Source: an optimization exercise on an open RTL-to-GDS flow (aim: small area, a short achievable clock period and few clock cycles per item). Production flows keep margins and buffers that such runs may drop.
In this exercise RTL edits were held to simulation tests only and were not proved equivalent to the original.

==> flow/design.v <==
module MCycle
#(
    parameter WIDTH = 32
)
(
    input CLK,
    input RESET,
    input Start,
    input [1:0] MCycleOp,
    input [WIDTH-1:0] Operand1,
    input [WIDTH-1:0] Operand2,
    output [WIDTH-1:0] Result,
    output Busy
);
    reg        busy;
    reg [1:0]  op;
    reg [1:0]  stg;
    reg [4:0]  cnt;
    reg        one_q, two_q, neg_q, cin_q;    
    reg        one1_q, two1_q, neg1_q;        
    reg [31:0] R, X, Y;
    reg [8:0]  E;
    reg [7:0]  E2;    
    reg [4:0]  F;     
    reg        A3;    
    assign Result = R;
    assign Busy = busy;
    function [32:0] padd;
        input [31:0] a, b;
        input cin;
        reg [32:0] g, p, G, P;
        integer l, i, j;
        begin
            g = {a & b, cin};
            p = {a ^ b, 1'b0};
            G = g; P = p;
            for (l = 0; l < 6; l = l + 1)
                for (i = 0; i < 33; i = i + 1)
                    if ((i >> l) & 1) begin
                        j = ((i >> l) << l) - 1;
                        G[i] = G[i] | (P[i] & G[j]);
                        P[i] = P[i] & P[j];
                    end
            padd = {G[32], p[32:1] ^ G[31:0]};
        end
    endfunction
    function [5:0] lzc32;
        input [31:0] v;
        reg [31:0] z1; reg [15:0] z2; reg [7:0] z3; reg [3:0] z4; reg [1:0] z5;
        reg [15:0] c2; reg [15:0] c3; reg [11:0] c4; reg [7:0] c5;
        integer k;
        begin
            z1 = ~v;
            for (k = 0; k < 16; k = k + 1) begin
                z2[k] = z1[2*k+1] & z1[2*k];
                c2[k] = z1[2*k+1];
            end
            for (k = 0; k < 8; k = k + 1) begin
                z3[k] = z2[2*k+1] & z2[2*k];
                c3[2*k+1 -: 2] = z2[2*k+1] ? {1'b1, c2[2*k]} : {1'b0, c2[2*k+1]};
            end
            for (k = 0; k < 4; k = k + 1) begin
                z4[k] = z3[2*k+1] & z3[2*k];
                c4[3*k+2 -: 3] = z3[2*k+1] ? {1'b1, c3[4*k+1 -: 2]} : {1'b0, c3[4*k+3 -: 2]};
            end
            for (k = 0; k < 2; k = k + 1) begin
                z5[k] = z4[2*k+1] & z4[2*k];
                c5[4*k+3 -: 4] = z4[2*k+1] ? {1'b1, c4[6*k+2 -: 3]} : {1'b0, c4[6*k+5 -: 3]};
            end
            lzc32 = (z5[1] & z5[0]) ? 6'd32 : z5[1] ? {2'b01, c5[3:0]} : {2'b00, c5[7:4]};
        end
    endfunction
    function [23:0] rev24;
        input [23:0] v;
        integer k;
        begin
            for (k = 0; k < 24; k = k + 1) rev24[k] = v[23-k];
        end
    endfunction
    wire [7:0]  ie1 = Operand1[30:23], ie2 = Operand2[30:23];
    wire        iz1 = (ie1 == 8'd0), iz2 = (ie2 == 8'd0);
    wire        inan1 = (ie1 == 8'hff) && (Operand1[22:0] != 23'd0);
    wire        inan2 = (ie2 == 8'hff) && (Operand2[22:0] != 23'd0);
    wire        iinf1 = (ie1 == 8'hff) && (Operand1[22:0] == 23'd0);
    wire        iinf2 = (ie2 == 8'hff) && (Operand2[22:0] == 23'd0);
    wire [32:0] iagb_s = padd({1'b0, Operand1[30:0]}, ~{1'b0, Operand2[30:0]}, 1'b1);
    wire        iagb  = iagb_s[32];
    wire [32:0] id12_s = padd({24'd0, ie1}, ~{24'd0, ie2}, 1'b1);
    wire [32:0] id21_s = padd({24'd0, ie2}, ~{24'd0, ie1}, 1'b1);
    wire [3:0]  im = (MCycleOp != 2'd3) ? Operand2[3:0] : iz2 ? 4'b0000 : Operand2[4:1];
    wire        ifm0 = (MCycleOp == 2'd3) && !iz1 && !iz2 && Operand2[0];
    wire        s1 = X[31], s2 = Y[31];
    wire [7:0]  e1 = X[30:23], e2 = Y[30:23];
    wire [22:0] f1 = X[22:0], f2 = Y[22:0];
    wire        fa_align = (op == 2'd2) && (stg == 2'd0);
    wire        agb   = A3;
    wire [7:0]  dexp  = E[8] ? E2 : E[7:0];              
    wire        zs    = agb ? (e2 == 8'd0) : (e1 == 8'd0);
    wire        ss    = agb ? s2 : s1;
    wire        kill  = zs | (dexp[7:5] != 3'd0);
    wire        quirk = ~zs & ss & (dexp >= 8'd24);     
    wire [23:0] mb  = agb ? {1'b1, f1} : {1'b1, f2};
    wire [23:0] ms  = agb ? {1'b1, f2} : {1'b1, f1};
    wire [7:0]  eb  = agb ? e1 : e2;
    wire        sb  = agb ? s1 : s2;
    wire        zb  = (eb == 8'd0);
    wire [32:0] ebp1 = padd({24'd0, eb}, 32'd1, 1'b0);
    wire        inf1 = (e1 == 8'hff) && (f1 == 23'd0);
    wire        inf2 = (e2 == 8'hff) && (f2 == 23'd0);
    wire        nan1 = (e1 == 8'hff) && (f1 != 23'd0);
    wire        nan2 = (e2 == 8'hff) && (f2 != 23'd0);
    wire        fa_nan  = nan1 | nan2 | (inf1 & inf2 & (s1 != s2));
    wire        fa_pinf = (inf1 & ~s1) | (inf2 & ~s2);
    wire        fa_ninf = (inf1 & s1) | (inf2 & s2);
    wire        fa_sub  = s1 ^ s2;
    wire        fa_sgn  = fa_pinf ? 1'b0 : fa_ninf ? 1'b1 : (quirk ? ~sb : sb);
    wire [31:0] shin = !busy ? Operand2 : (op == 2'd1) ? Y :
                       fa_align ? {8'b0, rev24(ms)} :
                       {R[24:0] ^ {25{F[3]}}, 7'b0};
    wire [24:0] fmag  = R[24:0] ^ {25{F[3]}};
    wire        fzero = (fmag == 25'd0);
    wire        fast2 = F[2] | F[1] | fzero | (fmag[24:22] != 3'd0);
    wire [1:0]  fsm   = fmag[24] ? 2'd0 : fmag[23] ? 2'd1 : 2'd2;
    wire        fa_st2 = (op == 2'd2) && (stg == 2'd2);
    wire [4:0]  shamt = fa_align ? (kill ? 5'd31 : dexp[4:0]) :
                        (op == 2'd3) ? {4'b0, ~R[24]} : (op == 2'd1) ? i0[4:0] :
                        fa_st2 ? {3'b0, fsm} : cnt;
    wire [31:0] shout = shin << shamt;
    wire [5:0]  lz_in = lzc32(shin);
    wire [5:0]  ilz1  = lzc32(Operand1);
    wire [32:0] i0_s  = padd({27'd0, cnt}, ~{26'd0, E[5:0]}, 1'b1);
    wire [5:0]  i0    = i0_s[5:0];
    wire [31:0] xs1   = Operand1 | {1'b0, Operand1[31:1]};
    wire [31:0] xs2   = xs1 | {2'b0, xs1[31:2]};
    wire [31:0] xs4   = xs2 | {4'b0, xs2[31:4]};
    wire [31:0] xs8   = xs4 | {8'b0, xs4[31:8]};
    wire [31:0] xsm   = xs8 | {16'b0, xs8[31:16]};    
    wire        div_b0 = (Operand2 == 32'd0);
    wire        dquit = (MCycleOp == 2'd1) && (div_b0 || ((Operand2 & ~xsm) != 32'd0));
    wire [32:0] S;
    mc_adder u_add (.a(R), .x(X), .one(one_q), .two(two_q), .neg(neg_q), .cin(cin_q),
                    .one1(one1_q), .two1(two1_q), .neg1(neg1_q), .s(S));
    wire        cout = S[32];
    function [2:0] benc;    
        input b2, b1, b0;
        benc = {b1 ^ b0, (b2 & ~b1 & ~b0) | (~b2 & b1 & b0), b2};
    endfunction
    wire [2:0]  nd0 = benc(Y[5], Y[4], Y[3]);
    wire [2:0]  nd1 = benc(Y[7], Y[6], Y[5]);
    wire [2:0]  id0 = benc(im[1], im[0], 1'b0);
    wire [2:0]  id1 = benc(im[3], im[2], im[1]);
    wire [32:0] esum_s  = padd({23'd0, E}, {24'd0, E2}, 1'b0);
    wire [32:0] esum2_s = padd(esum_s[31:0], 32'd386, 1'b0);
    wire [32:0] fexp_s = padd({23'd0, E}, ~{27'd0, shamt}, 1'b1);
    wire [8:0]  em1  = E - 9'd1;
    wire [8:0]  fexp = op[0] ? (R[24] ? E : em1) : fexp_s[8:0];
    wire        finf = F[1] | (op[0] & fexp[8]);
    wire [31:0] fres = F[2] ? 32'h7FC0_0000 :
                       finf ? {F[0], 8'hff, 23'd0} :
                       (fzero & ~op[0]) ? 32'd0 : {F[0], fexp[7:0], shout[30:8]};
    wire div_step = (op == 2'd1) && (stg == 2'd1);
    reg done;
    always @(*) begin
        case (op)
            2'd0: done = (Y[31:3] == 29'd0) || (X[27:0] == 28'd0);    
            2'd1: done = div_step && (cnt == 5'd0);
            2'd2: done = (stg == 2'd3) || (fa_st2 && fast2);
            default: done = (stg == 2'd1);
        endcase
    end
    always @(posedge CLK or posedge RESET) begin
        if (RESET)
            busy <= 1'b0;
        else if (!busy)
            busy <= Start && !dquit;
        else if (done)
            busy <= 1'b0;
    end
    wire r_add   = busy && ((op == 2'd0) || (div_step && cnt != 5'd0) ||
                            (op == 2'd2 && stg == 2'd1) || 1'b0);
    wire r_addsh = busy && (op == 2'd3) && (stg == 2'd0);
    wire r_quot  = busy && div_step && (cnt == 5'd0);
    wire r_oth   = ~(r_add | r_addsh | r_quot);
    reg [31:0] r_other;
    always @(*) begin
        r_other = fres;
        if (!busy)
            r_other = dquit ? {32{div_b0}} :
                      {7'd0, ifm0, Operand1[22:0] & {23{ifm0}}, 1'b0};    
        else if (op == 2'd1)
            r_other = X;
        else if (fa_align)
            r_other = {6'd0, quirk, 1'b0, rev24(shout[23:0])};
        else if (fa_st2 && !fast2)
            r_other = R;
    end
    always @(posedge CLK)
        R <= ({32{r_add}} & S[31:0]) | ({32{r_addsh}} & {{4{S[31]}}, S[31:4]}) |
             ({32{r_quot}} & {Y[30:0], cout}) | ({32{r_oth}} & r_other);
    reg [31:0] y_other;
    reg        neg_other, cin_other;
    always @(*) begin
        y_other = Y;
        neg_other = nd0[0];
        cin_other = nd0[0];
        if (!busy) begin
            y_other = (MCycleOp == 2'd3) ? (iz2 ? 32'd0 : {9'd0, 1'b1, Operand2[22:1]}) : Operand2;
            neg_other = id0[0];
            cin_other = id0[0];
        end else if (op == 2'd0 || op == 2'd3) begin
            y_other = {4'b0, Y[31:4]};
        end else if (op == 2'd1 && stg == 2'd0) begin
            y_other = 32'd0;
            neg_other = 1'b1;
            cin_other = 1'b1;
        end else if (fa_align) begin
            neg_other = fa_sub | quirk;
            cin_other = quirk;
        end
    end
    always @(posedge CLK) begin
        Y     <= (busy && div_step) ? {Y[30:0], cout} : y_other;
        neg_q <= (busy && div_step) ? cout : neg_other;
        cin_q <= (busy && div_step) ? cout : cin_other;
    end
    always @(posedge CLK) begin
        if (!busy) begin
            {one_q, two_q} <= id0[2:1];
            {one1_q, two1_q, neg1_q} <= id1;
        end else if ((op == 2'd1) || fa_align) begin
            one_q <= 1'b1;
            two_q <= 1'b0;
            {one1_q, two1_q, neg1_q} <= 3'b000;
        end else begin
            {one_q, two_q} <= nd0[2:1];
            {one1_q, two1_q, neg1_q} <= nd1;
        end
    end
    always @(posedge CLK) begin
        A3 <= iagb;
        E2 <= (MCycleOp == 2'd3) ? ie2 : id21_s[7:0];
    end
    always @(posedge CLK) begin
        if (!busy) begin
            op   <= MCycleOp;
            stg  <= 2'd0;
            cnt  <= (MCycleOp == 2'd1) ? lz_in[4:0] : 5'd5;
            if (MCycleOp == 2'd3) begin
                X <= iz1 ? 32'd0 : {6'd0, 1'b1, Operand1[22:0], 2'b0};
                E <= {1'b0, ie1};
            end else begin
                X <= Operand1;
                E <= (MCycleOp == 2'd1) ? {3'd0, ilz1} : id12_s[8:0];
            end
            F <= {1'b0, 1'b0, inan1 | inan2, iinf1 | iinf2, Operand1[31] ^ Operand2[31]};
        end else begin
            case (op)
                2'd0: begin
                    X <= {X[27:0], 4'b0};
                end
                2'd1: begin
                    if (stg == 2'd0) begin
                        X   <= shout;
                        cnt <= i0[4:0];
                        stg <= 2'd1;
                    end else begin
                        X   <= {1'b0, X[31:1]};
                        cnt <= cnt - 5'd1;
                    end
                end
                2'd2: begin
                    stg <= stg + 2'd1;
                    if (stg == 2'd0) begin
                        X <= {8'd0, zb ? 24'd0 : mb};
                        E <= ebp1[8:0];
                        F <= {1'b0, fa_sub & ~quirk, fa_nan, fa_pinf | fa_ninf, fa_sgn};
                    end else if (stg == 2'd2) begin
                        cnt  <= lz_in[4:0];
                    end
                end
                default: begin
                    if (stg == 2'd0) begin
                        cnt <= cnt - 5'd1;
                        if (cnt == 5'd5) E <= esum2_s[8:0];
                        if (cnt == 5'd0) stg <= 2'd1;
                    end
                end
            endcase
        end
    end
endmodule
module mc_adder (
    input  [31:0] a,
    input  [31:0] x,
    input         one, two, neg, cin,
    input         one1, two1, neg1,
    output [32:0] s
);
    function [32:0] padd;
        input [31:0] a, b;
        input cin;
        reg [32:0] g, p, G, P;
        integer l, i, j;
        begin
            g = {a & b, cin};
            p = {a ^ b, 1'b0};
            G = g; P = p;
            for (l = 0; l < 6; l = l + 1)
                for (i = 0; i < 33; i = i + 1)
                    if ((i >> l) & 1) begin
                        j = ((i >> l) << l) - 1;
                        G[i] = G[i] | (P[i] & G[j]);
                        P[i] = P[i] & P[j];
                    end
            padd = {G[32], p[32:1] ^ G[31:0]};
        end
    endfunction
    wire [31:0] p0 = (({32{one}} & x) | ({32{two}} & {x[30:0], 1'b0})) ^ {32{neg}};
    wire [31:0] p1 = (({32{one1}} & {x[29:0], 2'b0}) | ({32{two1}} & {x[28:0], 3'b0})) ^ {32{neg1}};
    wire [31:0] t1 = a ^ p1;
    wire [31:0] cs = t1 ^ p0;
    wire [31:0] cc = (a & p1) | (t1 & p0);
    wire [32:0] t  = padd(cs, {cc[30:0], neg1}, cin);
    assign s = {t[32] ^ cc[31], t[31:0]};
endmodule
==> flow/run.sh <==
#!/bin/bash
# synth_recipe.tcl (not shown) runs the flow's synth.tcl, then flattens the netlist and writes it again
# the make line also repeats each setting of config.mk as NAME=value (left out here)
make -C /OpenROAD-flow-scripts/flow DESIGN_CONFIG=/design/flow/config.mk WORK_HOME=/design/flow/orfs CLKGATE_MAP_FILE= SYNTH_SCRIPT=/design/flow/synth_recipe.tcl finish
==> flow/config.mk <==
export PLATFORM = sky130hd
export DESIGN_NAME = MCycle
export DESIGN_NICKNAME = MCycle
export VERILOG_FILES = /design/flow/design.v
export SDC_FILE = /design/flow/constraint.sdc
export NUM_CORES = 4
export LEC_CHECK = 0
export ABC_AREA = 1
export CAP_MARGIN = 20
export CORE_MARGIN = 2
export CORE_UTILIZATION = 22
export GPL_ROUTABILITY_DRIVEN = 1
export SETUP_SLACK_MARGIN = 2.9
export SLEW_MARGIN = 20
export SYNTH_HIERARCHICAL = 1
export TNS_END_PERCENT = 10
==> flow/constraint.sdc <==
create_clock -name core_clock -period 6.5 [get_ports {CLK}]
set_input_delay 1.3000 -clock core_clock [delete_from_list [all_inputs] [get_ports {CLK}]]
set_output_delay 1.3000 -clock core_clock [all_outputs]
set_load 0.01 [all_outputs]
==> notes.md, run 1 <==
initial antenna violation count 2; Worst-path clk slew 0.08 ns; DRC viols 0; Die ar. 90500 um2; core area 87000 um2; status complete, no violations; num ports 102; Detailed Route WL 109000 um; Setup Crit Path Kind flip-flop to flip-flop; htree depth 4; post-synthesis instance total 3042; vias 24.0k; Buf/Inv on CP 3; Yosys reg bits 135; max_cap viols 0; maximum clock rate 261 MHz; Primary FF master, synth edfxtp_1; CP required 6.89 ns; Synthesized Nets 3265; clk buf depth 2; largest net degree at the start of global routing 62; Yosys cell types 72; routability cong. 1.04; hold_buf cts 0; worst skew pair latency 0.48 ns; Max transition margin 38.8%; Final setup viols 0; synth warn 8; CTS buffer count 17; non-filler cells, final 4390; Pre-antenna DRT Iters 6; CTS tree yes; critical path fanouts, max 16; first-pass GRT wire length 151000 um; critical path arrival 4.23 ns; clk root buf clkbuf_16; CP cell instances inv_4 > nand2_1 > nand2_1 > nand3_1 > nor4_2 > nand3_2 > nand3_2 > inv_1 > buf_4 > nand2_1 > nand3_1 > o211ai_1 > nand2_1 > o21ai_1; Critical-path top delay cell nor4_2; synth cell count leaders nand2_1, inv_1, nor2_1; Max Slew Vio Count 0; final worst path period need 3.84 ns; layout cells sized above 1 17.2%; Total Negative Setup Slacks 0 ns; # rows 108; DRT antenna net count 0; Syn Std Cell Area 19400 um2; Worst path most repeated cell nand2_1; kind of cell adding the most delay to the critical path simple AND/OR/NAND/NOR gates; GRT Util Overall 22.7%; synth-to-layout area growth 28.6%; ranking of synthesized cells by area nand2_1, edfxtp_1, inv_1; part of the cycle the worst path needs 59.0%; Port Buf Inserts 101; total grt overflow 0; vias in the first global route 21.9k; initial core utilization 22.3%; Crit path largest cell delay 0.52 ns; Startpoint Class flip-flop; Worst Hold Class flip-flop to flip-flop; WL per Instance 24.8 um; Placed Cells 4197; overall die width 301 um; post-synthesis sequential area ratio 18.2%; Yosys top cell by area nand2_1; Slew @ Worst Pin 0.918 ns; ys async rst share 0.741%; clk sinks 135; synthesized area per cell 6.37 um2; CP Capture Type flip-flop; unrepaired setup endpoints after global routing yes; most frequent cell after synthesis nand2_1; Synth top area share 14.7%; Detail Placement HPWL 83100 um; final net count 3443; Fin. Hold Viols 0; Clock Skews 0.0178 ns; via density per instance 5.48; initial DRC count 3496; die height 301 um; Post-synth EDFFs 83; Fin Hold WS 0.516 ns
per-module statistics from Yosys (local to each module, per instance):
module	area [um2]	cells inside	flops+latches	times used
MCycle	15800	2504	135	1
mc_adder	3620	538	0	1
placed cells by master (no fill, tap or decap), types with 50 or more instances in the layout:
| cell type | n |
|---|---|
| xor2_1 | 70 |
| ha_1 | 72 |
| o211ai_1 | 50 |
| clkdlybuf4s50_1 | 83 |
| o21ai_0 | 177 |
| inv_1 | 338 |
| o22ai_1 | 60 |
| nor2_1 | 214 |
| nand2_1 | 726 |
| edfxtp_1 | 83 |
| nand3_1 | 196 |
| a21oi_1 | 189 |
| o21ai_1 | 57 |
| buf_4 | 165 |
area by class of cell:
cell class | instances | area [um2]
fill | 9761 | 62100
timing repair buffer | 295 | 2750
clock inverter | 15 | 119
sequential | 135 | 3560
multi-input combinational | 2356 | 14900
clock buffer | 17 | 425
antenna | 2 | 5.00
inverter | 412 | 1670
timing repair inverter | 3 | 22.5
tap | 1155 | 1450
per-layer routing:
metal / vias up / share of wire (%) / wire length, um / track usage, %
li1: 10700 / - / - / -
met5: - / 0.012 / 13 / 0
met3: 289 / 13 / 14100 / 6.54
met4: 2 / 4.7 / 5160 / 9.00
met1: 11400 / 41 / 44100 / 31.0
met2: 1662 / 42 / 45300 / 33.4
flip-flops by register name (all words and copies together), names as in the netlist, 4 cells and up:
| name | flops |
|---|---|
| cnt | 5 |
| E | 9 |
| X | 32 |
| R | 32 |
| F | 4 |
| Y | 32 |
| E2 | 8 |
kinds of logic after synthesis:
group / after synthesis / synth area share (%)
simple gates: 1328 / 29.2
fa+ha+maj: 154 / 11.9
flops: 135 / 18.2
compound gates: 758 / 23.7
mux: 1 / 0.0516
xor+xnor: 111 / 5.05
buf+inv: 555 / 11.9
through the flow:
stage	util [%]	setup slack, ns	cell area, um2
6_report	28.7	2.66	24900
5_1_grt	28.6	2.66	24900
4_1_cts	26.7	2.72	23300
3_5_place_dp	24.6	1.31	21400
3_3_place_gp	24.6	1.35	21400
2_1_floorplan	-	2.85	19400
worst paths after layout:
path / from / endpoint / slack [ns] / cells after the start
max: F[3]$_SDFFE_PN0P_ / R[23]$_DFF_P_ / 2.66 / 14
min: stg[0]$_SDFFE_PN0P_ / stg[0]$_SDFFE_PN0P_ / 0.52 / 1
max reg2reg: F[3]$_SDFFE_PN0P_ / R[23]$_DFF_P_ / 2.66 / 14
min reg2reg: stg[0]$_SDFFE_PN0P_ / stg[0]$_SDFFE_PN0P_ / 0.52 / 1
max in group asynchronous: RESET / busy$_DFF_PP0_ / 5.45 / 2
min in group asynchronous: RESET / busy$_DFF_PP0_ / 0.95 / 2
what timing repair did:
item,CTS,global route
buffers inserted,56,92
pin swaps,53,80
setup endpoints to repair,90,83
cloned,5,6
resized for setup,193,198
Testbench counts, summed over its fixed seeds: cycles 14,740, items 1,920.
==> run 2, diff against run 1 <==
--- a/flow/config.mk
+++ b/flow/config.mk
@@ -10,3 +10,3 @@
 export CORE_MARGIN = 2
-export CORE_UTILIZATION = 22
+export CORE_UTILIZATION = 30
 export GPL_ROUTABILITY_DRIVEN = 1
@@ -15,2 +15,2 @@
 export SYNTH_HIERARCHICAL = 1
-export TNS_END_PERCENT = 10
+export TNS_END_PERCENT = 3
==> notes.md, run 2 <==
area of placed instances 21000 um2; CP required 6.92 ns; ranking of synthesized cells by area nand2_1, edfxtp_1, inv_1; synth warn 8; core area 64200 um2; synth cell count leaders nand2_1, inv_1, nor2_1; first element of the critical path busy$_DFF_PP0_; Die ar. 66700 um2; layout cells sized above 1 13.1%; via density per instance 5.93; first-pass GRT wire length 151000 um; Post-synth EDFFs 83; Synth top area share 14.7%; Detail Placement HPWL 82900 um; num ports 102; Register Area 3550 um2; Final setup viols 0; initial core utilization 30.2%; worst reg2reg endpoint R[12]$_DFF_P_; DRC viols 0; hold_buf cts 0; Worst-path clk slew 0.07 ns; Primary FF master, synth edfxtp_1; unrepaired setup endpoints after global routing yes; CTS buffer count 17; synth-to-layout area growth 22.2%; reg2reg start busy$_DFF_PP0_; Yosys cell types 72; Detailed Route WL 108000 um; clk root buf clkbuf_16; initial antenna violation count 3; Pre-antenna DRT Iters 6; R2R depth 14; clk sinks 135; critical path arrival 4.34 ns; WL per Instance 26.8 um; clk buf depth 2; initial DRC count 2936; most frequent cells in the layout nand2_1, inv_1, nor2_1; Syn Std Cell Area 19400 um2; overall die width 258 um; Max transition margin 29.3%; synthesized area per cell 6.37 um2; most frequent cell after synthesis nand2_1; final worst path period need 3.93 ns; CP Capture Type flip-flop; CP endpoint R[12]$_DFF_P_; vias in the first global route 21.9k; final worst setup slack 2.57 ns; Synthesized Nets 3265; pre-CTS WS 1.26 ns; Largest regs R x32, X x32, Y x32; Port Buf Inserts 101; status complete, no violations; routability cong. 1.02; worst skew pair latency 0.49 ns; most common cell after layout, fill and taps aside nand2_1; area occupied by multi-input gates 14500 um2; total grt overflow 0; post-synthesis sequential area ratio 18.2%; Worst path most repeated cell nand2_1; CP cell instances inv_6 > buf_8 > nand2_1 > nand2_1 > nand2_1 > o21ai_1 > nand2_1 > o21ai_1 > o21ai_1 > nand2_1 > nand3_1 > a211oi_1 > nand2_1 > nand2_1; ys async rst share 0.741%; final instance area 23700 um2; Yosys top cell by area nand2_1; htree depth 4; Critical-path top delay cell dfrtp_4; Max Slew Vio Count 0; # rows 93; # fillers 7001; critical path fanouts, max 48; Slew @ Worst Pin 1.06 ns; Worst Hold Class flip-flop to flip-flop; Setup Crit Path Kind flip-flop to flip-flop; Startpoint Class flip-flop; final net count 3378; maximum clock rate 255 MHz; Clock Skews 0.0189 ns; utilization after layout 36.9%; largest net degree at the start of global routing 49; Yosys reg bits 135; vias 23.9k; Fin. Hold Viols 0; part of the cycle the worst path needs 60.4%; die height 258 um; post-synthesis instance total 3042; CTS tree yes; max_cap viols 0; DRT antenna net count 0; Crit path largest cell delay 0.69 ns; GRT Util Overall 30.9%; R2R Setup Slk 2.57 ns; Total Negative Setup Slacks 0 ns
==> run 2: cell counts after synthesis <==
Identical to the previous run, type by type.
==> run 2: kinds of logic after synthesis <==
group / count (synthesis) / share of synthesized area [%]
adders and majority gates: 154 / 11.9
buffers and inverters: 555 / 11.9
AOI/OAI and AO/OA: 758 / 23.7
DFF: 135 / 18.2
muxes: 1 / 0.0516
xor gates and xnor gates: 111 / 5.05
and+or+nand+nor: 1328 / 29.2
==> run 2: layer usage <==
metal	GRT usage, %	up-vias	wire length, um
met3	8.00	283	13000
li1	-	10600	-
met5	0	-	27
met4	13.4	4	5730
met2	46.4	1682	45500
met1	41.7	11300	43500
==> run 2: worst min-delay path by stage <==
stage	startpoint	endpoint	cells after the start
finish	stg[0]$_SDFFE_PN0P_	stg[0]$_SDFFE_PN0P_	1
global route	stg[0]$_SDFFE_PN0P_	stg[0]$_SDFFE_PN0P_	1
CTS	stg[0]$_SDFFE_PN0P_	stg[0]$_SDFFE_PN0P_	1
detailed placement	stg[0]$_SDFFE_PN0P_	stg[0]$_SDFFE_PN0P_	1
global placement	stg[0]$_SDFFE_PN0P_	stg[0]$_SDFFE_PN0P_	1
floorplan	stg[0]$_SDFFE_PN0P_	stg[0]$_SDFFE_PN0P_	1
==> run 2: metrics by stage <==
step	instances	hold slack (ns)
CTS	3984	0.511
global route	4023	0.548
finish	4025	0.518
floorplan	3042	0.468
global placement	3895	0.488
detailed placement	3895	0.496
==> run 2: timing repair <==
action | 4_1_cts | 5_1_grt
endpoints found under the setup margin | 97 | 82
setup buffers | 54 | 35
pin swaps | 29 | 32
hold endpoints to repair | 0 | 0
gates resized for setup | 169 | 98
cloned | 3 | 4
==> run 2: layout make-up <==
class	count	share of cell area [%]
Tap cell	855	4.52
Timing Repair Buffer	233	9.58
Antenna cell	2	0.0211
Timing Repair inverter	1	0.0317
Multi-Input combinational cell	2355	61.2
Clock buffer	18	1.81
Clock inverter	14	0.835
Sequential cell	135	15.0
Inverter	412	7.01
==> run 2: worst max-delay path: cells and delay by family (launching register included) <==
kind	cells	cell delay [ns]
and+or+nand+nor	8	1.38
buffers and inverters	2	0.70
AOI/OAI and AO/OA	4	1.03
DFF	1	0.69
==> run 2: modules after synthesis (local to each module, per instance) <==
module,cells,area (um2),flip-flops and latches,copies in the design
MCycle,2504,15800,135,1
mc_adder,538,3620,0,1
==> run 3, diff against run 2 <==
--- a/flow/config.mk
+++ b/flow/config.mk
@@ -8,3 +8,3 @@
 export ABC_AREA = 1
-export CAP_MARGIN = 20
+export CAP_MARGIN = 10
 export CORE_MARGIN = 2
@@ -13,4 +13,4 @@
 export SETUP_SLACK_MARGIN = 2.9
-export SLEW_MARGIN = 20
+export SLEW_MARGIN = 10
 export SYNTH_HIERARCHICAL = 1
-export TNS_END_PERCENT = 3
+export TNS_END_PERCENT = 10
==> notes.md, run 3 <==
layout cells sized above 1 12.6%; Total Negative Setup Slacks 0 ns; Die ar. 66700 um2; post-synthesis instance total 3042; ANT cells 0; hold_buf cts 0; Primary FF master, synth edfxtp_1; most frequent cells in the layout nand2_1, inv_1, nor2_1; maximum clock rate 253 MHz; total grt overflow 0; CTS tree yes; synth-to-layout area growth 21.4%; CP required 6.87 ns; via density per instance 5.97; worst skew pair latency 0.48 ns; Fin. Hold Viols 0; largest net degree at the start of global routing 49; Worst-path clk slew 0.07 ns; # fillers 7021; unrepaired setup endpoints after global routing yes; WL per Instance 26.7 um; final worst path period need 3.96 ns; Synthesized Nets 3265; synth warn 8; ys async rst share 0.741%; critical path fanouts, max 12; routability cong. 1.02; Startpoint Class flip-flop; Detail Placement HPWL 82900 um; Register Area 3550 um2; most common cell after layout, fill and taps aside nand2_1; Pre-antenna DRT Iters 6; Post-Synth Adder-Cell Area 11.9%; most frequent cell after synthesis nand2_1; clk root buf clkbuf_16; DRT antenna net count 0; pre-CTS WS 1.26 ns; routed wl met2 45500 um; initial core utilization 30.2%; post-synthesis mux area share 0.0516%; initial antenna violation count 2; Setup Crit Path Kind flip-flop to flip-flop; die height 258 um; CP Capture Type flip-flop; compound-gate portion of the synthesized area 23.7%; initial DRC count 3027; clk buf depth 2; Max transition margin 21.4%; Yosys top cell by area nand2_1; final worst setup slack 2.54 ns; htree depth 4; post-synthesis sequential area ratio 18.2%; part of the cycle the worst path needs 60.9%; Max Slew Vio Count 0; # rows 93; Slew @ Worst Pin 1.17 ns; DRC viols 0; core area 64200 um2; Worst Hold Class flip-flop to flip-flop; Detailed Route WL 107000 um; synth cell count leaders nand2_1, inv_1, nor2_1; final net count 3370; CTS buffer count 17; Top Layer Used met5; Clock Skews 0.0177 ns; simple-gate share of the synthesized area 29.2%; status complete, no violations; vias 24.0k; Synth top area share 14.7%; DR WL met3 12600 um; vias in the first global route 22.0k; Port Buf Inserts 101; num ports 102; Post-synth EDFFs 83; area occupied by multi-input gates 14400 um2; wl on met1 43700 um; synthesized area per cell 6.37 um2; xor/xnor share of the synthesized area 5.05%; Yosys reg bits 135; Yosys cell types 72; largest family of logic cells by synthesized area simple AND/OR/NAND/NOR gates; critical path arrival 4.32 ns; max_cap viols 0; Final setup viols 0; first-pass GRT wire length 152000 um; GRT Util Overall 31.0%; clk sinks 135; overall die width 258 um; Largest regs R x32, X x32, Y x32; Syn Std Cell Area 19400 um2; ranking of synthesized cells by area nand2_1, edfxtp_1, inv_1
-- run 3: cell types whose count changed in the layout (fill, tap and decap cells not counted), sizes merged --
cell	before	now
dlymetal6s2s	3	1
diode	2	0
dlygate4sd2	5	4
clkinv	11	10
buf	129	122
inv	401	402
clkdlybuf4s50	92	94
-- run 3: kinds of logic (layout without fill, tap and decap cells) --
group / Yosys count / count (layout)
AO/OA/AOI/OAI: 758 / 758
XOR/XNOR: 111 / 111
adder cells (fa/ha/maj): 154 / 154
buffers and inverters: 555 / 670
flip-flops: 135 / 135
multiplexers: 1 / 1
AND/OR/NAND/NOR: 1328 / 1331
-- run 3: critical path, stage by stage (launching register included) --
cell        delay [ns]
dfxtp_1           0.43
inv_4             0.20
nand2_1           0.09
nand2_1           0.14
nand3_1           0.35
nor4_1            0.58
nand3_2           0.36
nor2_1            0.38
nor2_1            0.12
nand2_2           0.31
clkinvlp_4        0.39
nand3_1           0.24
nand2_1           0.07
nand3_1           0.11
nand2_1           0.05
-- run 3: area by class of cell --
class,instances,area share [%]
inverter,412,7.04
timing repair inverter,1,0.0319
clock inverter,14,0.840
tap,855,4.54
timing repair buffer,225,9.36
multi-input combinational,2355,61.3
sequential,135,15.1
clock buffer,18,1.82
-- run 3: worst paths after layout --
check / startpoint / end / slack (ns) / cells after the start
hold reg to reg: stg[0]$_SDFFE_PN0P_ / stg[0]$_SDFFE_PN0P_ / 0.51 / 1
setup / recovery: F[3]$_SDFFE_PN0P_ / R[8]$_DFF_P_ / 2.54 / 14
max in group asynchronous: RESET / busy$_DFF_PP0_ / 5.45 / 2
hold / removal: stg[0]$_SDFFE_PN0P_ / stg[0]$_SDFFE_PN0P_ / 0.51 / 1
min in group asynchronous: RESET / busy$_DFF_PP0_ / 0.95 / 2
setup reg to reg: F[3]$_SDFFE_PN0P_ / R[8]$_DFF_P_ / 2.54 / 14
-- run 3: repair_timing --
action / 4_1_cts / 5_1_grt
resized for setup: 180 / 78
pin swaps: 32 / 26
cloned: 3 / 3
buffers inserted: 59 / 23
setup endpoints to repair: 97 / 85
-- run 3: per-stage QoR --
step                util, %  hold WS, ns  area (um2)  std cells
floorplan                 -        0.468       19400       3042
global placement       32.8        0.488       21000       3895
detailed placement     32.8        0.496       21000       3895
CTS                    35.7        0.511       22900       3989
global route           36.7        0.548       23500       4015
finish                 36.7        0.511       23500       4015
-- run 3: per-layer routing --
metal  up-vias  track usage [%]
met5         -                0
met4         4             13.9
met3       314             7.33
met2      1669             46.4
met1     11500             42.0
li1      10500                -
-- run 3: modules after synthesis, one instance, submodules excluded --
module    cell area (um2)  copies in the design  flip-flops and latches  cells
MCycle              15800                     1                     135   2504
mc_adder             3620                     1                       0    538
==> run 4, diff against run 3 <==
--- a/flow/config.mk
+++ b/flow/config.mk
@@ -10,3 +10,3 @@
 export CORE_MARGIN = 2
-export CORE_UTILIZATION = 30
+export CORE_UTILIZATION = 22
 export GPL_ROUTABILITY_DRIVEN = 1
==> notes.md, run 4 <==
status complete, no violations; htree depth 4; Worst-path clk slew 0.08 ns; vias 24.0k; final net count 3443; compound-gate portion of the synthesized area 23.7%; Pre-antenna DRT Iters 6; most frequent cell after synthesis nand2_1; Slew @ Worst Pin 0.918 ns; Post-Synth Adder-Cell Area 11.9%; Synth top area share 14.7%; clk buf depth 2; worst skew pair latency 0.48 ns; initial DRC count 3496; total grt overflow 0; unrepaired setup endpoints after global routing yes; hold path start stg[0]$_SDFFE_PN0P_; worst reg2reg endpoint R[23]$_DFF_P_; Primary FF master, synth edfxtp_1; layout cells sized above 1 17.2%; Detailed Route WL 109000 um; # rows 108; critical path fanouts, max 16; CTS buffer count 17; Worst Hold Depth 1; post-synthesis instance total 3042; part of the cycle the worst path needs 59.0%; Total Negative Setup Slacks 0 ns; die height 301 um; Startpoint Class flip-flop; Max transition margin 38.8%; vias in the first global route 21.9k; simple-gate share of the synthesized area 29.2%; clk sinks 135; Worst Hold Class flip-flop to flip-flop; Yosys top cell by area nand2_1; synth warn 8; Fin. Hold Viols 0; synth-to-layout area growth 28.6%; first-pass GRT wire length 151000 um; CTS tree yes; max_cap viols 0; core area 87000 um2; overall die width 301 um; Detail Placement HPWL 83100 um; Hold EP stg[0]$_SDFFE_PN0P_; DRC viols 0; GRT Util Overall 22.7%; Clock Skews 0.0178 ns; Final setup viols 0; most frequent cells in the layout nand2_1, inv_1, nor2_1; WL per Instance 24.8 um; CP Capture Type flip-flop; Yosys cell types 72; ys async rst share 0.741%; synth cell count leaders nand2_1, inv_1, nor2_1; Post-synth EDFFs 83; Port Buf Inserts 101; R2R depth 14; xor/xnor share of the synthesized area 5.05%; ranking of synthesized cells by area nand2_1, edfxtp_1, inv_1; post-synthesis mux area share 0.0516%; CP required 6.89 ns; maximum clock rate 261 MHz; initial antenna violation count 2; Yosys reg bits 135; critical path arrival 4.23 ns; most common cell after layout, fill and taps aside nand2_1; Setup Crit Path Kind flip-flop to flip-flop; reg2reg start F[3]$_SDFFE_PN0P_; post-synthesis sequential area ratio 18.2%; Max Slew Vio Count 0; Largest regs R x32, X x32, Y x32; num ports 102; initial core utilization 22.3%; DRT antenna net count 0; routability cong. 1.04; R2R Setup Slk 2.66 ns; via density per instance 5.48; final worst path period need 3.84 ns; clk root buf clkbuf_16; Die ar. 90500 um2; largest net degree at the start of global routing 62; Syn Std Cell Area 19400 um2; synthesized area per cell 6.37 um2; Synthesized Nets 3265; largest family of logic cells by synthesized area simple AND/OR/NAND/NOR gates
[run 4: cell families after synthesis]
family          Yosys count
simple gates           1328
compound gates          758
buf+inv                 555
fa+ha+maj               154
flops                   135
xor+xnor                111
mux                       1
[run 4: routing by layer]
metal  GRT usage, %  vias up  wire length (um)
li1               -    10700                 -
met1           31.0    11400             44100
met2           33.4     1662             45300
met3           6.54      289             14100
met4           9.00        2              5160
met5              0        -                13
[run 4: timing repair]
action                     4_1_cts  5_1_grt
hold buffers                     0        0
gates resized for setup        193      198
setup endpoints to repair       90       83
pin swaps                       53       80
cloned                           5        6
buffers inserted                56       92
[run 4: modules after synthesis, one instance, submodules excluded]
module    times used  flip-flops and latches  cells inside  cell area [um2]
MCycle             1                     135          2504            15800
mc_adder           1                       0           538             3620
[run 4: final cells by class]
type                    count  area, um2
fillers                  9761      62100
multi-input cells        2356      14900
flip-flops and latches    135       3560
repair buffers            295       2750
inverters                 412       1670
well taps                1155       1450
clock buffers              17        425
clock inverters            15        119
repair inverters            3       22.5
diodes                      2       5.00
[run 4: worst max path at each step]
stage | cells after the start | to | slack, ns | from
after floorplan | 22 | R[0]$_DFF_P_ | 2.85 | one1_q$_DFF_P_
after global placement | 14 | R[1]$_DFF_P_ | 1.35 | Operand2[30]
after detailed placement | 23 | R[30]$_DFF_P_ | 1.31 | op[0]$_DFFE_PN_
after CTS | 15 | neg_q$_DFF_P_ | 2.72 | Operand2[26]
after global routing | 23 | R[30]$_DFF_P_ | 2.66 | cnt[0]$_DFFE_PP_
final | 14 | R[23]$_DFF_P_ | 2.66 | F[3]$_SDFFE_PN0P_
[run 4: through the flow]
stage          hold WS (ns)  cell area (um2)  utilization [%]  std cells  worst slack (ns)
6_report              0.516            24900             28.7       4390              2.66
5_1_grt               0.532            24900             28.6       4388              2.66
4_1_cts               0.517            23300             26.7       4290              2.72
3_5_place_dp          0.497            21400             24.6       4197              1.31
3_3_place_gp          0.491            21400             24.6       4197              1.35
2_1_floorplan         0.468            19400                -       3042              2.85
[run 4: critical path, stage by stage (launching register included)]
cell and delay (ns):
dfxtp_2 0.41, inv_4 0.19, nand2_1 0.09, nand2_1 0.12, nand3_1 0.39, nor4_2 0.52, nand3_2 0.34, nand3_2 0.41
inv_1 0.23, buf_4 0.26, nand2_1 0.13, nand3_1 0.23, o211ai_1 0.17, nand2_1 0.07, o21ai_1 0.15
==> run 5, diff against run 4 <==
--- a/flow/config.mk
+++ b/flow/config.mk
@@ -8,8 +8,8 @@
 export ABC_AREA = 1
-export CAP_MARGIN = 10
+export CAP_MARGIN = 20
 export CORE_MARGIN = 2
-export CORE_UTILIZATION = 22
+export CORE_UTILIZATION = 18
 export GPL_ROUTABILITY_DRIVEN = 1
 export SETUP_SLACK_MARGIN = 2.9
-export SLEW_MARGIN = 10
+export SLEW_MARGIN = 20
 export SYNTH_HIERARCHICAL = 1
==> notes.md, run 5 <==
routability cong. 1.04; die height 332 um; Largest regs R x32, X x32, Y x32; most frequent cell after synthesis nand2_1; pre-CTS WS 1.45 ns; hold_buf cts 0; Detailed Route WL 115000 um; worst skew pair latency 0.48 ns; CTS buffer count 17; Yosys top cell by area nand2_1; vias 24.2k; utilization after layout 23.0%; Die ar. 110000 um2; Primary FF master, synth edfxtp_1; total grt overflow 0; non-filler cells, final 4601; Yosys reg bits 135; status complete, no violations; Worst-path clk slew 0.07 ns; Startpoint Class flip-flop; initial antenna violation count 2; Setup Crit Path Kind flip-flop to flip-flop; synth cell count leaders nand2_1, inv_1, nor2_1; CP Capture Type flip-flop; Worst Hold Class flip-flop to flip-flop; final worst path period need 3.95 ns; overall die width 332 um; via density per instance 5.25; critical path arrival 4.15 ns; htree depth 4; # rows 120; first-pass GRT wire length 161000 um; most common cell after layout, fill and taps aside nand2_1; layout cells sized above 1 14.2%; Total Negative Setup Slacks 0 ns; unrepaired setup endpoints after global routing yes; Final setup viols 0; Detail Placement HPWL 87300 um; clk root buf clkbuf_16; initial DRC count 3527; synth warn 8; Yosys cell types 72; Pre-antenna DRT Iters 8; Placed Cells 4444; Post-synth EDFFs 83; maximum clock rate 253 MHz; Max transition margin 26.8%; final net count 3407; post-synthesis instance total 3042; most frequent cells in the layout nand2_1, inv_1, nor2_1; DRT antenna net count 0; critical path fanouts, max 12; core area 107000 um2; Fin Hold WS 0.538 ns; synth-to-layout area growth 26.7%; Port Buf Inserts 101; synthesized area per cell 6.37 um2; CP required 6.69 ns; ys async rst share 0.741%; post-synthesis sequential area ratio 18.2%; clk sinks 135; CTS tree yes; ranking of synthesized cells by area nand2_1, edfxtp_1, inv_1; final worst setup slack 2.55 ns; vias in the first global route 22.6k; GRT Util Overall 19.8%; num ports 102; Synthesized Nets 3265; DRC viols 0; Syn Std Cell Area 19400 um2; part of the cycle the worst path needs 60.8%; # fillers 12.1k; max_cap viols 0; initial core utilization 18.1%; Slew @ Worst Pin 1.09 ns; Clock Skews 0.0192 ns; Fin. Hold Viols 0; WL per Instance 24.9 um; Synth top area share 14.7%; clk buf depth 2; Max Slew Vio Count 0; largest net degree at the start of global routing 65
-- run 5: what timing repair did --
action                                 in CTS  in global routing
pin swaps                                  63                 11
resized for setup                         226                 69
endpoints found under the hold margin       0                  0
setup endpoints to repair                  89                 80
buffers inserted                           87                 22
cloned                                     11                  3
-- run 5: area by class of cell --
type                       count  area [um2]  share of cell area [%]
inverter                     412        1650                    6.71
timing repair buffer         257        2450                    9.98
tap                         1403        1760                    7.15
sequential                   135        3560                    14.5
clock buffer                  17         425                    1.73
antenna                        2        5.00                  0.0204
clock inverter                14         175                   0.713
timing repair inverter         6        46.3                   0.188
multi-input combinational   2355       14500                    59.0
-- run 5: metrics by stage --
step	cell area, um2
3_5_place_dp	21700
2_1_floorplan	19400
5_1_grt	24600
6_report	24600
3_3_place_gp	21700
4_1_cts	24100
-- run 5: worst max-delay path, cell delays in order, from the launching register on --
cell,delay (ns)
dfxtp_2,0.37
clkinvlp_4,0.19
buf_12,0.21
buf_4,0.14
o22ai_2,0.12
xor2_1,0.18
fa_1,0.48
ha_4,0.26
nand2_1,0.07
nand2_1,0.08
nand2_1,0.07
nand2_1,0.08
a21oi_4,0.18
nand2_8,0.09
nand3_2,0.08
nand3_2,0.09
fa_2,0.37
xor2_1,0.16
nand2_2,0.19
buf_4,0.16
o221ai_1,0.09
-- run 5: per-module statistics from Yosys, one instance, submodules excluded --
module,cells,cell area [um2]
MCycle,2504,15800
mc_adder,538,3620
-- run 5: worst paths after layout --
path                       slack (ns)  cells past startpoint           startpoint                   to
max                              2.55                     20       two1_q$_DFF_P_       Y[0]$_DFFE_PP_
min                              0.54                      1  stg[0]$_SDFFE_PN0P_  stg[0]$_SDFFE_PN0P_
max reg2reg                      2.55                     20       two1_q$_DFF_P_       Y[0]$_DFFE_PP_
min reg2reg                      0.54                      1  stg[0]$_SDFFE_PN0P_  stg[0]$_SDFFE_PN0P_
max in group asynchronous        5.44                      2                RESET       busy$_DFF_PP0_
min in group asynchronous        0.96                      2                RESET       busy$_DFF_PP0_
-- run 5: kinds of logic (layout without fill, tap and decap cells) --
kind of cell,Yosys count,after routing,share of synthesized area [%]
other,0,2,0
buffers and inverters,555,706,11.9
XOR/XNOR,111,111,5.05
adder cells (fa/ha/maj),154,154,11.9
flip-flops,135,135,18.2
AO/OA/AOI/OAI,758,758,23.7
multiplexers,1,1,0.0516
AND/OR/NAND/NOR,1328,1331,29.2
-- run 5: metal layers --
metal / track usage (%) / up-vias / wire, um
met5: 0 / - / 0
li1: - / 10600 / -
met3: 6.13 / 308 / 15400
met2: 28.8 / 1840 / 46700
met1: 26.5 / 11400 / 46300
met4: 9.32 / 0 / 6220
==> run 6, diff against run 5 <==
--- a/flow/config.mk
+++ b/flow/config.mk
@@ -10,3 +10,3 @@
 export CORE_MARGIN = 2
-export CORE_UTILIZATION = 18
+export CORE_UTILIZATION = 25
 export GPL_ROUTABILITY_DRIVEN = 1
==> notes.md, run 6 <==
status complete, no violations; worst skew pair latency 0.47 ns; ranking of synthesized cells by area nand2_1, edfxtp_1, inv_1; # rows 102; critical path arrival 4.16 ns; core area 77100 um2; Critical-path top delay cell clkdlybuf4s50_1; unrepaired setup endpoints after global routing yes; Slew @ Worst Pin 0.960 ns; Max transition margin 36.0%; GR Util met3 6.53%; total grt overflow 0; Final setup viols 0; worst reg2reg endpoint R[8]$_DFF_P_; die height 282 um; Largest regs R x32, X x32, Y x32; most frequent cells in the layout nand2_1, inv_1, nor2_1; Yosys top cell by area nand2_1; part of the cycle the worst path needs 59.5%; final worst path period need 3.87 ns; CP required 6.79 ns; clk root buf clkbuf_16; Yosys reg bits 135; initial DRC count 3655; Worst-path clk slew 0.07 ns; Worst path most repeated cell nor2_1; CTS buffer count 17; first element of the critical path Operand1[22]; post-synthesis instance total 3042; Fin. Hold Viols 0; Yosys cell types 72; most common cell after layout, fill and taps aside nand2_1; initial core utilization 25.2%; CP endpoint E[0]$_DFFE_PP_; Worst Hold Class flip-flop to flip-flop; Synth top area share 14.7%; first-pass GRT wire length 148000 um; gr busiest metal met2; Die ar. 79800 um2; synth warn 8; R2R depth 15; kind of cell adding the most delay to the critical path simple AND/OR/NAND/NOR gates; Setup Crit Path Kind primary input to flip-flop; # fillers 8611; GRT Util Overall 25.3%; CP cell instances clkdlybuf4s50_1 > nor2_1 > nand2_1 > nor2_1 > nand2_1 > nor2_4 > inv_1 > nor2_1 > o2111ai_1 > a21oi_1 > o21ai_0 > o211ai_1; largest net degree at the start of global routing 61; layout cells sized above 1 12.7%; routability cong. 1.06; DRC viols 0; Total Negative Setup Slacks 0 ns; Detailed Route WL 104000 um; Syn Std Cell Area 19400 um2; Post-synth EDFFs 83; maximum clock rate 259 MHz; initial antenna violation count 2; GRT met1 Usage 34.2%; overall die width 282 um; clk sinks 135; most frequent cell after synthesis nand2_1; DRT antenna net count 0; final net count 3371; WL per Instance 24.7 um; synthesized area per cell 6.37 um2; CTS tree yes; GR Layer Usage met2 37.2%; Synthesized Nets 3265; vias in the first global route 21.7k; via density per instance 5.65; Crit path largest cell delay 0.69 ns; ys async rst share 0.741%; Buf/Inv on CP 2; max_cap viols 0; R2R Setup Slk 2.67 ns; Startpoint Class primary input; Port Buf Inserts 101; cell depth of the worst setup path 12; Primary FF master, synth edfxtp_1; Clock Skews 0.0141 ns; synth-to-layout area growth 22.0%; vias 23.7k; num ports 102; reg2reg start F[3]$_SDFFE_PN0P_; critical path fanouts, max 7; Detail Placement HPWL 80900 um; Pre-antenna DRT Iters 6; htree depth 4; Max Slew Vio Count 0; post-synthesis sequential area ratio 18.2%; clk buf depth 2; synth cell count leaders nand2_1, inv_1, nor2_1; CP Capture Type flip-flop
## run 6: cell types whose count changed in the layout (fill, tap and decap cells not counted), sizes merged
cell | before | now
clkdlybuf4s15 | 2 | 0
buf | 151 | 124
clkinvlp | 14 | 10
bufbuf | 3 | 1
clkbuf | 23 | 18
dlymetal6s2s | 7 | 2
clkdlybuf4s50 | 84 | 91
dlygate4sd2 | 4 | 7
diode | 2 | 1
## run 6: per-layer routing
metal  up-vias  wire length [um]
met3       272             13100
met2      1728             43200
met4         4              5290
met1     11200             42200
met5         -                23
li1      10500                 -
## run 6: how the worst min path moves through the flow
stage | start | to | slack, ns | cells after the start
global route | stg[1]$_SDFFE_PN0P_ | stg[1]$_SDFFE_PN0P_ | 0.57 | 2
finish | stg[1]$_SDFFE_PN0P_ | stg[1]$_SDFFE_PN0P_ | 0.54 | 2
floorplan | stg[0]$_SDFFE_PN0P_ | stg[0]$_SDFFE_PN0P_ | 0.47 | 1
global placement | stg[0]$_SDFFE_PN0P_ | stg[0]$_SDFFE_PN0P_ | 0.49 | 1
CTS | stg[1]$_SDFFE_PN0P_ | stg[1]$_SDFFE_PN0P_ | 0.53 | 2
detailed placement | stg[1]$_SDFFE_PN0P_ | stg[1]$_SDFFE_PN0P_ | 0.53 | 2
## run 6: through the flow
step	utilization (%)	setup WS (ns)	hold WS [ns]	cell area (um2)	std cells
after floorplan	-	2.85	0.468	19400	3042
after global placement	27.6	1.49	0.492	21300	4080
after detailed placement	27.6	1.39	0.527	21300	4080
after CTS	30.1	2.73	0.534	23200	4174
after global routing	30.7	2.56	0.570	23700	4201
final	30.7	2.63	0.538	23700	4202
## run 6: what timing repair did
action | CTS | global route
setup buffers | 57 | 27
pin swaps | 39 | 24
setup endpoints to repair | 89 | 84
resized for setup | 174 | 75
cloned | 5 | 0
hold buffers | 0 | 0
## run 6: logic make-up after synthesis
family                     count (synthesis)  synth area share, %
and+or+nand+nor                         1328                 29.2
adders and majority gates                154                 11.9
muxes                                      1               0.0516
buffers and inverters                    555                 11.9
xor gates and xnor gates                 111                 5.05
DFF                                      135                 18.2
AOI/OAI and AO/OA                        758                 23.7
## run 6: area by class of cell
type | instances | area (um2) | area share, %
multi-input combinational | 2355 | 14400 | 61.0
sequential | 135 | 3550 | 15.0
timing repair buffer | 226 | 2120 | 8.95
inverter | 412 | 1640 | 6.95
tap | 1040 | 1300 | 5.50
clock buffer | 17 | 425 | 1.80
clock inverter | 15 | 178 | 0.751
timing repair inverter | 1 | 7.51 | 0.0317
antenna | 1 | 2.50 | 0.0106
## run 6: Yosys stat by module, one instance, submodules excluded
module | area (um2) | times used
MCycle | 15800 | 1
mc_adder | 3620 | 1
## run 6: worst min-delay path, delay by kind of cell (launching register included)
family	cells	cell delay, ns
AO/OA/AOI/OAI	1	0.05
flip-flops	1	0.34
AND/OR/NAND/NOR	1	0.11
==> run 7, diff against run 6 <==
--- a/flow/config.mk
+++ b/flow/config.mk
@@ -12,3 +12,3 @@
 export GPL_ROUTABILITY_DRIVEN = 1
-export SETUP_SLACK_MARGIN = 2.9
+export SETUP_SLACK_MARGIN = 2.8
 export SLEW_MARGIN = 20
==> notes.md, run 7 <==
initial DRC count 3625; Synthesized Nets 3265; area occupied by multi-input gates 14800 um2; Max Slew Vio Count 0; hold_buf cts 0; post-synthesis instance total 3042; GRT Util Overall 25.3%; max_cap viols 0; Critical-path top delay cell dfxtp_4; DRC viols 0; Buf/Inv on CP 2; synth cell count leaders nand2_1, inv_1, nor2_1; critical path arrival 4.22 ns; CP cell instances inv_4 > nand2_1 > nand2_1 > nand3_1 > nor4_1 > nand3_1 > nor2_1 > nor2_1 > nand2_2 > clkinvlp_2 > nand3_1 > nand2_1 > nand2_1 > nand2_1; most frequent cells in the layout nand2_1, inv_1, nor2_1; # fillers 8487; WL per Instance 24.9 um; CP required 6.87 ns; Startpoint Class flip-flop; htree depth 4; synth-to-layout area growth 25.8%; total grt overflow 0; # rows 102; part of the cycle the worst path needs 59.2%; Worst Hold Depth 1; DRT antenna net count 0; Detailed Route WL 106000 um; Yosys reg bits 135; vias 24.0k; Synth top area share 14.7%; Fin. Hold Viols 0; Worst Hold Class flip-flop to flip-flop; Hold EP stg[0]$_SDFFE_PN0P_; R2R depth 14; Slew @ Worst Pin 1.06 ns; core area 77100 um2; maximum clock rate 260 MHz; Primary FF master, synth edfxtp_1; most common cell after layout, fill and taps aside nand2_1; Worst path most repeated cell nand2_1; CP Capture Type flip-flop; most frequent cell after synthesis nand2_1; overall die width 282 um; worst skew pair latency 0.49 ns; clk buf depth 2; clk root buf clkbuf_16; Register Area 3570 um2; initial antenna violation count 2; non-filler cells, final 4247; Worst-path clk slew 0.07 ns; Placed Cells 4073; initial core utilization 25.2%; Yosys cell types 72; utilization after layout 31.6%; Max transition margin 29.0%; vias in the first global route 21.8k; first-pass GRT wire length 148000 um; largest net degree at the start of global routing 50; Port Buf Inserts 101; ys async rst share 0.741%; Crit path largest cell delay 0.45 ns; Setup Crit Path Kind flip-flop to flip-flop; Post-synth EDFFs 83; Clock Skews 0.0156 ns; Pre-antenna DRT Iters 9; critical path fanouts, max 14; reg2reg start F[3]$_SDFFE_PN0P_; clk sinks 135; ranking of synthesized cells by area nand2_1, edfxtp_1, inv_1; Detail Placement HPWL 80000 um; Final setup viols 0; Syn Std Cell Area 19400 um2; worst reg2reg endpoint R[21]$_DFF_P_; die height 282 um; Die ar. 79800 um2; num ports 102; R2R Setup Slk 2.65 ns; unrepaired setup endpoints after global routing yes; CTS tree yes; status complete, no violations; routability cong. 1.05; layout cells sized above 1 15.5%; Total Negative Setup Slacks 0 ns; kind of cell adding the most delay to the critical path simple AND/OR/NAND/NOR gates; CTS buffer count 17; via density per instance 5.64; synthesized area per cell 6.37 um2; final net count 3413; synth warn 8; final worst path period need 3.85 ns; Yosys top cell by area nand2_1; post-synthesis sequential area ratio 18.2%; hold path start stg[0]$_SDFFE_PN0P_; Largest regs R x32, X x32, Y x32
==> run 7: cell counts after synthesis <==
No cell type changed its count.
==> run 7: how the worst max path moves through the flow <==
| stage | from | end | slack (ns) | depth (start not counted) |
|---|---|---|---|---|
| 6_report | F[3]$_SDFFE_PN0P_ | R[21]$_DFF_P_ | 2.65 | 14 |
| 3_3_place_gp | Operand2[14] | R[3]$_DFF_P_ | 1.36 | 14 |
| 4_1_cts | one1_q$_DFF_P_ | R[0]$_DFF_P_ | 2.73 | 20 |
| 5_1_grt | X[26]$_DFFE_PP_ | R[0]$_DFF_P_ | 2.57 | 20 |
| 3_5_place_dp | Operand2[14] | R[3]$_DFF_P_ | 1.42 | 14 |
| 2_1_floorplan | neg1_q$_DFF_P_ | R[0]$_DFF_P_ | 2.78 | 20 |
==> run 7: repair_timing <==
item                                    CTS  global route
buffers inserted                         50            72
cloned                                   10             6
resized for setup                       157           168
pin swaps                                44            86
endpoints found under the setup margin   84            78
==> run 7: area by class of cell <==
| class | count | area share [%] |
|---|---|---|
| Tap cell | 1040 | 5.33 |
| Clock buffer | 21 | 1.98 |
| Inverter | 412 | 6.79 |
| Antenna cell | 4 | 0.0410 |
| Timing Repair Buffer | 259 | 10.0 |
| Multi-Input combinational cell | 2357 | 60.6 |
| Clock inverter | 11 | 0.354 |
| Sequential cell | 135 | 14.6 |
| Timing Repair inverter | 8 | 0.236 |
==> run 7: kinds of logic (layout without fill, tap and decap cells) <==
kind of cell    Yosys count  count (layout)  synth area share, %
xor+xnor                111             111                 5.05
flops                   135             135                 18.2
buf+inv                 555             711                 11.9
mux                       1               1               0.0516
other cells               0               4                    0
fa+ha+maj               154             154                 11.9
compound gates          758             758                 23.7
simple gates           1328            1333                 29.2
==> run 7: modules after synthesis (local to each module, per instance) <==
module,flip-flops and latches,times used
mc_adder,0,1
MCycle,135,1
==> run 7: routing by layer <==
layer	vias up	track usage, %	wire [um]
met5	-	0	0
met4	0	13.0	6380
met3	369	8.46	15000
met2	1826	37.0	43500
met1	11100	32.8	40800
li1	10600	-	-
==> run 7: stage by stage <==
stage / worst slack [ns] / area, um2 / hold slack [ns]
after floorplan: 2.78 / 19400 / 0.468
after global placement: 1.36 / 21200 / 0.492
after detailed placement: 1.42 / 21200 / 0.494
after CTS: 2.73 / 22900 / 0.512
after global routing: 2.57 / 24400 / 0.536
final: 2.65 / 24400 / 0.515
==> run 8, diff against run 7 <==
--- a/flow/config.mk
+++ b/flow/config.mk
@@ -10,5 +10,5 @@
 export CORE_MARGIN = 2
-export CORE_UTILIZATION = 25
+export CORE_UTILIZATION = 22
 export GPL_ROUTABILITY_DRIVEN = 1
-export SETUP_SLACK_MARGIN = 2.8
+export SETUP_SLACK_MARGIN = 3.1
 export SLEW_MARGIN = 20
==> notes.md, run 8 <==
status complete, no violations; first-pass GRT wire length 156000 um; CP cell instances inv_4 > nand2_1 > nand2_1 > nand3_1 > nor4_1 > nand3_2 > nor2_1 > nor2_1 > nand2_2 > clkinvlp_4 > buf_4 > nand3_1 > nand3_1 > nand2_1 > nand2_1; Yosys cell types 72; ranking of synthesized cells by area nand2_1, edfxtp_1, inv_1; Crit path largest cell delay 0.47 ns; final worst path period need 3.81 ns; worst skew pair latency 0.48 ns; Worst Hold Class flip-flop to flip-flop; most frequent cells in the layout nand2_1, inv_1, nor2_1; Synth top area share 14.7%; Detail Placement HPWL 83600 um; via density per instance 5.56; Worst path most repeated cell nand2_1; core area 87000 um2; critical path arrival 4.18 ns; Critical-path top delay cell nor4_1; Synthesized Nets 3265; CTS tree yes; Max Slew Vio Count 0; Final setup viols 0; DRC viols 0; max_cap viols 0; post-synthesis instance total 3042; vias in the first global route 22.3k; unrepaired setup endpoints after global routing yes; final net count 3405; GRT Util Overall 23.5%; layout cells sized above 1 15.9%; CTS buffer count 17; Post-synth EDFFs 83; maximum clock rate 262 MHz; pre-CTS WS 1.56 ns; part of the cycle the worst path needs 58.7%; CP Capture Type flip-flop; largest family of logic cells by synthesized area simple AND/OR/NAND/NOR gates; synthesized area per cell 6.37 um2; Placed Cells 4199; kind of cell adding the most delay to the critical path simple AND/OR/NAND/NOR gates; # rows 108; Primary FF master, synth edfxtp_1; clk sinks 135; most frequent cell after synthesis nand2_1; WL per Instance 25.4 um; total grt overflow 0; Worst-path clk slew 0.07 ns; non-filler cells, final 4353; Yosys reg bits 135; post-synthesis mux area share 0.0516%; htree depth 4; Slew @ Worst Pin 1.05 ns; xor/xnor share of the synthesized area 5.05%; die height 301 um; largest net degree at the start of global routing 47; clk buf depth 2; final worst setup slack 2.69 ns; synth cell count leaders nand2_1, inv_1, nor2_1; Yosys top cell by area nand2_1; Port Buf Inserts 101; synth-to-layout area growth 26.6%; initial DRC count 3764; most common cell after layout, fill and taps aside nand2_1; Syn Std Cell Area 19400 um2; Clock Skews 0.0162 ns; ys async rst share 0.741%; compound-gate portion of the synthesized area 23.7%; DRT antenna net count 0; overall die width 301 um; CP required 6.86 ns; initial core utilization 22.3%; initial antenna violation count 5; Buf/Inv on CP 3; Largest regs R x32, X x32, Y x32; Die ar. 90500 um2; Startpoint Class flip-flop; post-synthesis sequential area ratio 18.2%; Pre-antenna DRT Iters 9; routability cong. 1.07; vias 24.2k; Post-Synth Adder-Cell Area 11.9%; synth warn 8; Fin. Hold Viols 0; Detailed Route WL 110000 um; simple-gate share of the synthesized area 29.2%; Setup Crit Path Kind flip-flop to flip-flop; Total Negative Setup Slacks 0 ns; critical path fanouts, max 11; Max transition margin 29.9%; clk root buf clkbuf_16; hold_buf cts 0; num ports 102
## run 8: cell count changes in the layout (fill, tap and decap cells not counted), moves of 5 or more
| cell | previous run | this run |
|---|---|---|
| buf_4 | 134 | 129 |
| dlymetal6s2s_1 | 0 | 5 |
| xor2_1 | 70 | 76 |
| clkdlybuf4s50_1 | 96 | 83 |
| inv_2 | 44 | 54 |
| xor2_2 | 11 | 6 |
| inv_1 | 345 | 327 |
| nand2_2 | 32 | 38 |
| clkinvlp_4 | 16 | 10 |
| dlygate4sd2_1 | 3 | 13 |
## run 8: kinds of logic after synthesis
group,Yosys count
xor gates and xnor gates,111
buffers and inverters,555
and+or+nand+nor,1328
adders and majority gates,154
DFF,135
muxes,1
AOI/OAI and AO/OA,758
## run 8: modules after synthesis (local to each module, per instance)
module    cells  cell area, um2  times used
MCycle     2504           15800           1
mc_adder    538            3620           1
## run 8: area by class of cell
class	instances	area, um2
timing repair inverter	2	17.5
sequential	135	3560
clock buffer	22	454
tap	1155	1450
antenna	3	7.51
multi-input combinational	2356	14800
timing repair buffer	258	2480
inverter	412	1680
fill	9623	62500
clock inverter	10	98.8
## run 8: stage by stage
step | area, um2 | hold slack (ns) | util [%]
finish | 24500 | 0.538 | 28.2
floorplan | 19700 | 0.468 | -
CTS | 23800 | 0.531 | 27.3
global route | 24500 | 0.588 | 28.2
global placement | 21700 | 0.506 | 24.9
detailed placement | 21700 | 0.517 | 24.9
## run 8: metal layers
| metal | vias up | part of all wire, % | track usage [%] |
|---|---|---|---|
| met2 | 1762 | 41 | 34.1 |
| met4 | 8 | 5.1 | 10.3 |
| met5 | - | 0.14 | 0 |
| li1 | 10600 | - | - |
| met1 | 11500 | 40 | 32.0 |
| met3 | 330 | 14 | 6.85 |
## run 8: path summary, 6_finish.rpt
path                                     startpoint                  end  slack [ns]  cells after the start
worst max-delay path              F[3]$_SDFFE_PN0P_        R[17]$_DFF_P_        2.69                     15
worst min-delay path            stg[0]$_SDFFE_PN0P_  stg[0]$_SDFFE_PN0P_        0.54                      1
worst max register to register    F[3]$_SDFFE_PN0P_        R[17]$_DFF_P_        2.69                     15
worst min register to register  stg[0]$_SDFFE_PN0P_  stg[0]$_SDFFE_PN0P_        0.54                      1
max in group asynchronous                     RESET       busy$_DFF_PP0_        5.44                      2
min in group asynchronous                     RESET       busy$_DFF_PP0_        0.95                      2
## run 8: timing repair
item / 4_1_cts / 5_1_grt
hold endpoints to repair: 0 / 0
endpoints found under the setup margin: 109 / 89
pin swaps: 55 / 47
setup buffers: 72 / 36
gates resized for setup: 224 / 108
gates cloned: 9 / 2

==> separate check: timing with driven ports <==
Ports are ideal in the flow. The routed layouts listed here were re-timed in OpenROAD.
Step 1, drivers: a clkbuf_16 drives CLK and a buf_2 each remaining input, both assumed.
Step 2 times the ports against the registers' clock, not the clock port: input delays grow and output delays shrink by t, the midpoint of the rising clock arrivals with the driver on.
Slacks: no drivers / after step 1 / after step 2; pairs: no drivers / after step 1.
| run | shift t [ns] | slack for setup (ns) | slew at the worst register clock pin (ns) | worst data-port slew with drivers (ns) |
|---|---|---|---|---|
| run 1 | 0.534 | 2.663 / 2.663 / 2.287 | 0.08 / 0.08 | 0.07 |
| run 2 | 0.534 | 2.573 / 2.573 / 2.131 | 0.08 / 0.08 | 0.06 |
| run 3 | 0.529 | 2.545 / 2.545 / 2.163 | 0.08 / 0.08 | 0.06 |
| run 4 | 0.534 | 2.663 / 2.663 / 2.287 | 0.08 / 0.08 | 0.07 |
| run 5 | 0.537 | 2.545 / 2.545 / 2.125 | 0.08 / 0.08 | 0.10 |
| run 6 | 0.525 | 2.632 / 2.665 / 2.140 | 0.07 / 0.07 | 0.05 |
| run 7 | 0.539 | 2.652 / 2.652 / 2.200 | 0.07 / 0.07 | 0.06 |
| run 8 | 0.539 | 2.685 / 2.685 / 2.225 | 0.07 / 0.07 | 0.07 |
After both steps setup and hold are still met in every run listed. The setup slack of run 6, which loses most, moves by +0.033 ns with the drivers and by -0.492 ns with both steps.
